Source: an optimization exercise on an open RTL-to-GDS flow (aim: small area). Production flows keep margins and buffers that such runs may drop. In this exercise RTL edits were held to simulation tests only and were not proved equivalent to the original. Power and IR drop assume default switching activity.

==> inputs of job 1890 <==
==> flow/design.v <==
`timescale 1ns / 1ps
module metro(
input clk,
input rst,
input sw1,
input sw2,
input sw3,
input sw4,
input sw5,
input sw6,
input swyon1,
input swyon2,
output AB1,
output AB2,
output AB3,
output AB4,
output AB5,
output AB6,
output CD1,
output CD2,
output CD3,
output CD4,
output CD5,
output CD6,
output CD7,
output CD8,
output CD9,
output CD10,
output [6:0] seg,
output [3:0] an
    );
reg [4:0] q;
reg [6:0] h;
wire tick2 = q[4] & ~q[3];
wire tick1 = ~q[4] & q[3] & (h == 7'd50);
always @(posedge clk) begin
    if (rst) begin
        q <= 5'b01111;
        h <= 7'd0;
    end else begin
        q <= {q[3:0], ~q[4]};
        if (tick2) h <= (h[6] & h[5] & h[1] & h[0]) ? 7'd0 : h + 7'd1;
    end
end
wire [1:0] count = h[1:0];
reg [1:0] sc;
reg [2:0] s3;
wire init = s3[2] & s3[0];
always @(posedge clk) begin
    if (rst) begin
        sc <= 2'd0;
        s3 <= 3'd5;
    end else if (tick1) begin
        sc <= sc + 2'd1;
        s3 <= s3[2] ? {2'b00, s3[0]} : s3 + 3'd1;
    end
end
wire step = tick1 & s3[2] & ~s3[0];
reg [1:0] ph;
reg [2:0] sg;
reg [2:0] wt;       
reg yonel;
wire none = ~ph[1] & ph[0];
wire at = ~ph[1] & ~ph[0];
wire anysw = swyon1 | swyon2;
wire [5:0] r = {sw6, sw5 & anysw, sw4 & anysw, sw3 & anysw, sw2 & anysw, sw1};
wire [5:0] sgd = {sg[2] & ~sg[1], sg[1] & ~sg[0], sg[2] & sg[0],
                  ~sg[2] & sg[1], ~sg[1] & sg[0], ~sg[2] & ~sg[0]};
wire [5:0] ab = ({6{at}} & sgd) | ({6{none}} & r);
assign {AB6, AB5, AB4, AB3, AB2, AB1} = ab;
assign {CD9, CD7, CD5, CD3, CD1} = {5{ph[1] & ~ph[0]}} & sgd[4:0];
assign {CD10, CD8, CD6, CD4, CD2} = {5{ph[1] & ph[0]}} & sgd[4:0];
wire anyab = at | (none & (|r));
reg [2:0] sel;
always @(*) begin
    if (at) sel = sg;
    else if (r[0]) sel = 3'b000;
    else if (r[1]) sel = 3'b001;
    else if (r[2]) sel = 3'b011;
    else if (r[3]) sel = 3'b111;
    else if (r[4]) sel = 3'b110;
    else sel = 3'b100;
end
wire sel1 = ~sel[2] & ~sel[0];    
wire sel6 = sel[2] & ~sel[1];     
wire yon = yonel & (sw6 | (~swyon1 & ~sw1));
wire wdone = wt[2] & ~wt[1];
always @(posedge clk) begin
    if (rst) begin
        ph <= 2'b01;
        sg <= 3'b000;
        wt <= 3'b000;
        yonel <= 1'b1;
    end else if (step) begin
        if (~ph[1]) begin
            if (anyab) begin
                if (wdone) begin
                    wt <= 3'b000;
                    if (sel1) yonel <= 1'b0;
                    if (sel6) yonel <= 1'b1;
                    if (sel1 | (~yon & ~sel6)) begin
                        ph <= 2'b10; sg <= sel;                         
                    end else begin
                        ph <= 2'b11; sg <= {~sel[0], sel[2], sel[1]};   
                    end
                end else
                    wt <= {wt[1], wt[0], ~wt[2]};
            end
        end else if (~ph[0]) begin
            ph <= yon ? 2'b00 : 2'b11;
        end else begin
            if (yon) ph <= 2'b10;
            else begin ph <= 2'b00; sg <= {sg[1], sg[0], ~sg[2]}; end
        end
    end
end
reg [2:0] pend;
reg [2:0] st;
reg [1:0] jj;       
always @(posedge clk) begin
    if (rst) begin
        pend <= 3'b010;
        st <= 3'b010;
        jj <= 2'd0;
    end else begin
        if (tick1) pend <= (init | ~anyab) ? 3'b010 : sel;
        if (tick2) begin
            if (pend != 3'b010) begin
                st <= pend;
                jj <= sc - count;
            end else
                jj <= jj - 2'd1;
        end
    end
end
segmento HH(.st(st), .j(jj), .disp(seg));
reg anf;
always @(posedge clk) begin
    if (rst) anf <= 1'b0;
    else if (tick2) anf <= anyab;
end
assign an = anf ? ~(4'b0001 << count) : 4'b1111;
endmodule
`timescale 1ns / 1ps
module segmento(
input [2:0] st,
input [1:0] j,
output reg [6:0] disp
    );
always @(*) begin
case ({st, j})
5'd0: disp = 7'b0111111;
5'd1: disp = 7'b0000111;
5'd2: disp = 7'b0101011;
5'd3: disp = 7'b0101011;
5'd4: disp = 7'b0111111;
5'd5: disp = 7'b0001101;
5'd6: disp = 7'b0100001;
5'd7: disp = 7'b0000011;
5'd8: disp = 7'b0111111;
5'd9: disp = 7'b0111111;
5'd10: disp = 7'b0111111;
5'd11: disp = 7'b0111111;
5'd12: disp = 7'b0111111;
5'd13: disp = 7'b0010000;
5'd14: disp = 7'b0001100;
5'd15: disp = 7'b1100001;
5'd16: disp = 7'b0111111;
5'd17: disp = 7'b0001000;
5'd18: disp = 7'b0000011;
5'd19: disp = 7'b0111111;
5'd20: disp = 7'b0111111;
5'd21: disp = 7'b0111111;
5'd22: disp = 7'b0111111;
5'd23: disp = 7'b0111111;
5'd24: disp = 7'b0000011;
5'd25: disp = 7'b0001011;
5'd26: disp = 7'b1000110;
5'd27: disp = 7'b0000110;
5'd28: disp = 7'b0111111;
5'd29: disp = 7'b0010010;
5'd30: disp = 7'b0010010;
5'd31: disp = 7'b0111111;
default: disp = 7'b0111111;
endcase
end
endmodule
==> flow/flow/run.sh <==
#!/bin/bash
# Layout flow: the standard ORFS flow, with
#  - synthesis: ORFS's own script (same register names), but without the
#    half/full-adder extraction and with an area-oriented ABC script
#  - port buffers of the smallest buffer cell
#  - a clock tree without dummy loads
# Each tool's full output goes to a log file in the work folder.
set -euo pipefail
W=$(pwd)
F=$W/flow
# synthesis script: the reference script, with abc calls redirected to flow/area.abc
{
  echo 'proc synth {args} { yosys synth -nofsm -noshare {*}$args }'
  cat "$F/abc_wrap.tcl"
  sed -n '2,$p' "$W/synth_recipe.tcl"
} > "$W/own_synth.tcl"
export OWN_ABC_SCRIPT="$F/area.abc"
bash "$W/standard.sh" SYNTH_SCRIPT="$W/own_synth.tcl" ADDER_MAP_FILE= \
  "BUFFER_PORTS_ARGS=-buffer_cell sky130_fd_sc_hd__buf_1" \
  "CTS_ARGS=-sink_clustering_enable -repair_clock_nets -dont_use_dummy_load -buf_list {sky130_fd_sc_hd__clkbuf_4} -root_buf sky130_fd_sc_hd__clkbuf_4" \
  finish > "$W/own_flow_make.log" 2>&1
==> flow/flow/abc_wrap.tcl <==
# Route ORFS's abc call through an area-oriented script: keep the liberty and
# dont_use arguments, drop the speed constraints.
proc abc {args} {
  set keep {}
  for {set i 0} {$i < [llength $args]} {incr i} {
    set a [lindex $args $i]
    if {$a eq "-liberty" || $a eq "-dont_use"} {
      lappend keep $a [lindex $args [expr {$i + 1}]]
      incr i
    } elseif {$a eq "-script" || $a eq "-constr" || $a eq "-D"} {
      incr i
    } else {
      lappend keep $a
    }
  }
  yosys abc -script $::env(OWN_ABC_SCRIPT) {*}$keep
}
==> flow/flow/area.abc <==
strash
&get -n
&deepsyn -T 60
&put
dch -f
amap
strash
&get -n
&deepsyn -T 60
&put
dch -f
amap
==> flow/standard.sh <==
#!/bin/bash
# synth_recipe.tcl (not shown) runs the flow's synth.tcl, then flattens the netlist and writes it again
# the make line also repeats each setting of config.mk as NAME=value (left out here)
make -C /OpenROAD-flow-scripts/flow DESIGN_CONFIG=/design/flow/config.mk WORK_HOME=/design/flow/orfs CLKGATE_MAP_FILE= SYNTH_SCRIPT=/design/flow/synth_recipe.tcl "${@:-finish}"
==> flow/config.mk <==
export PLATFORM = sky130hd
export DESIGN_NAME = metro
export DESIGN_NICKNAME = metro
export VERILOG_FILES = /design/flow/design.v
export SDC_FILE = /design/flow/constraint.sdc
export NUM_CORES = 4
export LEC_CHECK = 0
export ABC_AREA = 1
export CAP_MARGIN = 20
export CORE_MARGIN = 2
export CORE_UTILIZATION = 45
export SLEW_MARGIN = 20
==> flow/constraint.sdc <==
create_clock -name core_clock -period 10.0 [get_ports {clk}]
set_input_delay 2.0000 -clock core_clock [delete_from_list [all_inputs] [get_ports {clk}]]
set_output_delay 2.0000 -clock core_clock [all_outputs]
set_load 0.01 [all_outputs]
==> inputs of job 2485, as changes to job 1890 <==
==> flow/design.v, changed modules only <==
module metro(
input clk,
input rst,
input sw1,
input sw2,
input sw3,
input sw4,
input sw5,
input sw6,
input swyon1,
input swyon2,
output AB1,
output AB2,
output AB3,
output AB4,
output AB5,
output AB6,
output CD1,
output CD2,
output CD3,
output CD4,
output CD5,
output CD6,
output CD7,
output CD8,
output CD9,
output CD10,
output [6:0] seg,
output [3:0] an
    );
reg [4:0] q;
reg [6:0] h;
wire tick2 = q[4] & ~q[3];
wire tick1 = ~q[4] & q[3] & (h == 7'd50);
always @(posedge clk) begin
    if (rst) begin
        q <= 5'b01111;
        h <= 7'd0;
    end else begin
        q <= {q[3:0], ~q[4]};
        if (tick2) h <= (h[6] & h[5] & h[1] & h[0]) ? 7'd0 : h + 7'd1;
    end
end
wire [1:0] count = h[1:0];
reg [1:0] sc;
reg [2:0] s3;
wire init = s3[2] & s3[0];
always @(posedge clk) begin
    if (rst) begin
        sc <= 2'd0;
        s3 <= 3'd5;
    end else if (tick1) begin
        sc <= sc + 2'd1;
        s3 <= s3[2] ? {2'b00, s3[0]} : s3 + 3'd1;
    end
end
wire step = tick1 & s3[2] & ~s3[0];
reg [1:0] ph;
reg [2:0] sg;
reg [2:0] wt;       
reg yonel;
wire none = ~ph[1] & ph[0];
wire at = ~ph[1] & ~ph[0];
wire anysw = swyon1 | swyon2;
wire [5:0] r = {sw6, sw5 & anysw, sw4 & anysw, sw3 & anysw, sw2 & anysw, sw1};
wire [5:0] sgd = {sg[2] & ~sg[1], sg[1] & ~sg[0], sg[2] & sg[0],
                  ~sg[2] & sg[1], ~sg[1] & sg[0], ~sg[2] & ~sg[0]};
wire [5:0] ab = ({6{at}} & sgd) | ({6{none}} & r);
assign {AB6, AB5, AB4, AB3, AB2, AB1} = ab;
assign {CD9, CD7, CD5, CD3, CD1} = {5{ph[1] & ~ph[0]}} & sgd[4:0];
assign {CD10, CD8, CD6, CD4, CD2} = {5{ph[1] & ph[0]}} & sgd[4:0];
wire anyab = at | (none & (|r));
reg [2:0] sel;
always @(*) begin
    if (at) sel = sg;
    else if (r[0]) sel = 3'b000;
    else if (r[1]) sel = 3'b001;
    else if (r[2]) sel = 3'b011;
    else if (r[3]) sel = 3'b111;
    else if (r[4]) sel = 3'b110;
    else sel = 3'b100;
end
wire sel1 = ~sel[2] & ~sel[0];    
wire sel6 = sel[2] & ~sel[1];     
wire yon = yonel & (sw6 | (~swyon1 & ~sw1));
wire wdone = wt[2] & ~wt[1];
always @(posedge clk) begin
    if (rst) begin
        ph <= 2'b01;
        sg <= 3'b000;
        wt <= 3'b000;
        yonel <= 1'b1;
    end else if (step) begin
        if (~ph[1]) begin
            if (anyab) begin
                if (wdone) begin
                    wt <= 3'b000;
                    if (sel1) yonel <= 1'b0;
                    if (sel6) yonel <= 1'b1;
                    if (sel1 | (~yon & ~sel6)) begin
                        ph <= 2'b10; sg <= sel;                         
                    end else begin
                        ph <= 2'b11; sg <= {~sel[0], sel[2], sel[1]};   
                    end
                end else
                    wt <= {wt[1], wt[0], ~wt[2]};
            end
        end else if (~ph[0]) begin
            ph <= yon ? 2'b00 : 2'b11;
        end else begin
            if (yon) ph <= 2'b10;
            else begin ph <= 2'b00; sg <= {sg[1], sg[0], ~sg[2]}; end
        end
    end
end
reg [2:0] pend;
reg [2:0] st;
reg [1:0] rr;
always @(posedge clk) begin
    if (rst) begin
        pend <= 3'b010;
        st <= 3'b010;
        rr <= 2'd0;
    end else begin
        if (tick1) pend <= (init | ~anyab) ? 3'b010 : sel;
        if (tick2 & (pend != 3'b010)) begin
            st <= pend;
            rr <= sc;
        end
    end
end
segmento HH(.st(st), .rr(rr), .c(count), .disp(seg));
reg anf;
always @(posedge clk) begin
    if (rst) anf <= 1'b0;
    else if (tick2) anf <= anyab;
end
assign an = anf ? ~(4'b0001 << count) : 4'b1111;
endmodule
module segmento(
input [2:0] st,
input [1:0] rr,
input [1:0] c,
output reg [6:0] disp
    );
always @(*) begin
case ({st, rr, c})
7'd0: disp = 7'b0000111;
7'd1: disp = 7'b0111111;
7'd2: disp = 7'b0101011;
7'd3: disp = 7'b0101011;
7'd4: disp = 7'b0101011;
7'd5: disp = 7'b0000111;
7'd6: disp = 7'b0111111;
7'd7: disp = 7'b0101011;
7'd8: disp = 7'b0101011;
7'd9: disp = 7'b0101011;
7'd10: disp = 7'b0000111;
7'd11: disp = 7'b0111111;
7'd12: disp = 7'b0111111;
7'd13: disp = 7'b0101011;
7'd14: disp = 7'b0101011;
7'd15: disp = 7'b0000111;
7'd16: disp = 7'b0001101;
7'd17: disp = 7'b0111111;
7'd18: disp = 7'b0000011;
7'd19: disp = 7'b0100001;
7'd20: disp = 7'b0100001;
7'd21: disp = 7'b0001101;
7'd22: disp = 7'b0111111;
7'd23: disp = 7'b0000011;
7'd24: disp = 7'b0000011;
7'd25: disp = 7'b0100001;
7'd26: disp = 7'b0001101;
7'd27: disp = 7'b0111111;
7'd28: disp = 7'b0111111;
7'd29: disp = 7'b0000011;
7'd30: disp = 7'b0100001;
7'd31: disp = 7'b0001101;
7'd32: disp = 7'b0111111;
7'd33: disp = 7'b0111111;
7'd34: disp = 7'b0111111;
7'd35: disp = 7'b0111111;
7'd36: disp = 7'b0111111;
7'd37: disp = 7'b0111111;
7'd38: disp = 7'b0111111;
7'd39: disp = 7'b0111111;
7'd40: disp = 7'b0111111;
7'd41: disp = 7'b0111111;
7'd42: disp = 7'b0111111;
7'd43: disp = 7'b0111111;
7'd44: disp = 7'b0111111;
7'd45: disp = 7'b0111111;
7'd46: disp = 7'b0111111;
7'd47: disp = 7'b0111111;
7'd48: disp = 7'b0010000;
7'd49: disp = 7'b0111111;
7'd50: disp = 7'b1100001;
7'd51: disp = 7'b0001100;
7'd52: disp = 7'b0001100;
7'd53: disp = 7'b0010000;
7'd54: disp = 7'b0111111;
7'd55: disp = 7'b1100001;
7'd56: disp = 7'b1100001;
7'd57: disp = 7'b0001100;
7'd58: disp = 7'b0010000;
7'd59: disp = 7'b0111111;
7'd60: disp = 7'b0111111;
7'd61: disp = 7'b1100001;
7'd62: disp = 7'b0001100;
7'd63: disp = 7'b0010000;
7'd64: disp = 7'b0001000;
7'd65: disp = 7'b0111111;
7'd66: disp = 7'b0111111;
7'd67: disp = 7'b0000011;
7'd68: disp = 7'b0000011;
7'd69: disp = 7'b0001000;
7'd70: disp = 7'b0111111;
7'd71: disp = 7'b0111111;
7'd72: disp = 7'b0111111;
7'd73: disp = 7'b0000011;
7'd74: disp = 7'b0001000;
7'd75: disp = 7'b0111111;
7'd76: disp = 7'b0111111;
7'd77: disp = 7'b0111111;
7'd78: disp = 7'b0000011;
7'd79: disp = 7'b0001000;
7'd80: disp = 7'b0111111;
7'd81: disp = 7'b0111111;
7'd82: disp = 7'b0111111;
7'd83: disp = 7'b0111111;
7'd84: disp = 7'b0111111;
7'd85: disp = 7'b0111111;
7'd86: disp = 7'b0111111;
7'd87: disp = 7'b0111111;
7'd88: disp = 7'b0111111;
7'd89: disp = 7'b0111111;
7'd90: disp = 7'b0111111;
7'd91: disp = 7'b0111111;
7'd92: disp = 7'b0111111;
7'd93: disp = 7'b0111111;
7'd94: disp = 7'b0111111;
7'd95: disp = 7'b0111111;
7'd96: disp = 7'b0001011;
7'd97: disp = 7'b0000011;
7'd98: disp = 7'b0000110;
7'd99: disp = 7'b1000110;
7'd100: disp = 7'b1000110;
7'd101: disp = 7'b0001011;
7'd102: disp = 7'b0000011;
7'd103: disp = 7'b0000110;
7'd104: disp = 7'b0000110;
7'd105: disp = 7'b1000110;
7'd106: disp = 7'b0001011;
7'd107: disp = 7'b0000011;
7'd108: disp = 7'b0000011;
7'd109: disp = 7'b0000110;
7'd110: disp = 7'b1000110;
7'd111: disp = 7'b0001011;
7'd112: disp = 7'b0010010;
7'd113: disp = 7'b0111111;
7'd114: disp = 7'b0111111;
7'd115: disp = 7'b0010010;
7'd116: disp = 7'b0010010;
7'd117: disp = 7'b0010010;
7'd118: disp = 7'b0111111;
7'd119: disp = 7'b0111111;
7'd120: disp = 7'b0111111;
7'd121: disp = 7'b0010010;
7'd122: disp = 7'b0010010;
7'd123: disp = 7'b0111111;
7'd124: disp = 7'b0111111;
7'd125: disp = 7'b0111111;
7'd126: disp = 7'b0010010;
7'd127: disp = 7'b0010010;
default: disp = 7'b0000000;
endcase
end
endmodule
==> notes <==
- Core utilization: job 1890 is higher than job 2485 (0.14 points).
- Of job 1890 and job 2485, job 2485 has the higher clock power (gap about 0.8%, measured against job 2485).
- In job 2485 the critical path depth is lower than in job 1890, by 3.
- Synthesized cell count is the same in job 1890 and job 2485.
- Against job 2485, the maximum frequency of job 1890 is smaller by about 3.6%.
- Of job 1890 and job 2485, job 2485 has the higher first-iteration DRC count (gap about 7%, measured against job 2485).
==> figures <==
Result of the run: job 1890 finished clean; job 2485 finished clean
Total Routing Usage GR: job 1890 0.200; job 2485 0.197
Area Overhead vs Synth: job 1890 13.3%; job 2485 13.3%
Share of power burned in the clock network: job 1890 0.293; job 2485 0.296
Maximum fanout count along the critical path: job 1890 5; job 2485 4
Met1 routed wirelength after detailed routing: job 1890 2000 um; job 2485 1880 um
P per Cell Area: job 1890 112 nW/um^2; job 2485 112 nW/um^2
Post-Route WL: job 1890 3990 um; job 2485 3900 um
Post-synthesis instance area: job 1890 1750 um^2; job 2485 1750 um^2
Worst path depth: job 1890 8; job 2485 5
Fill cell total of the finished layout: job 1890 403; job 2485 402
Clock network power consumption: job 1890 65.3 uW; job 2485 65.8 uW
Slowest-stage cell, CP: job 1890 sky130_fd_sc_hd__a21oi_1; job 2485 sky130_fd_sc_hd__or3_1
Clock network latency to the later pin of the worst-skew pair: job 1890 320 ps; job 2485 340 ps

==> afterwards: timing with drivers on the ports <==
In the flow no input, the clock included, has a driving cell. The finished layouts below were timed again as built, in two steps.
Step 1 (the two cells are an assumption about what drives the block):
set clk [get_ports {clk}]
set_driving_cell -lib_cell sky130_fd_sc_hd__clkbuf_16 $clk
set_driving_cell -lib_cell sky130_fd_sc_hd__buf_2 [delete_from_list [all_inputs] $clk]
Step 2, shift: input delay + t, output delay - t, t = (earliest + latest rising clock arrival at the registers) / 2. This alone moves slack from input paths to output paths.
Slacks: no drivers / after step 1 / after step 2; pairs: no drivers / after step 1.
run	t (ns)	setup slack, ns	worst setup path at the end	worst register clock-pin slew, ns
job 1890	0.342	4.898 / 4.875 / 4.875	input to output	0.10 / 0.10
job 2485	0.354	5.084 / 5.051 / 5.051	input to output	0.11 / 0.11
After both steps setup and hold are still met in every run listed. For job 2485, which loses most, drivers alone change the setup slack by -0.033 ns; drivers and shift together by -0.033 ns.
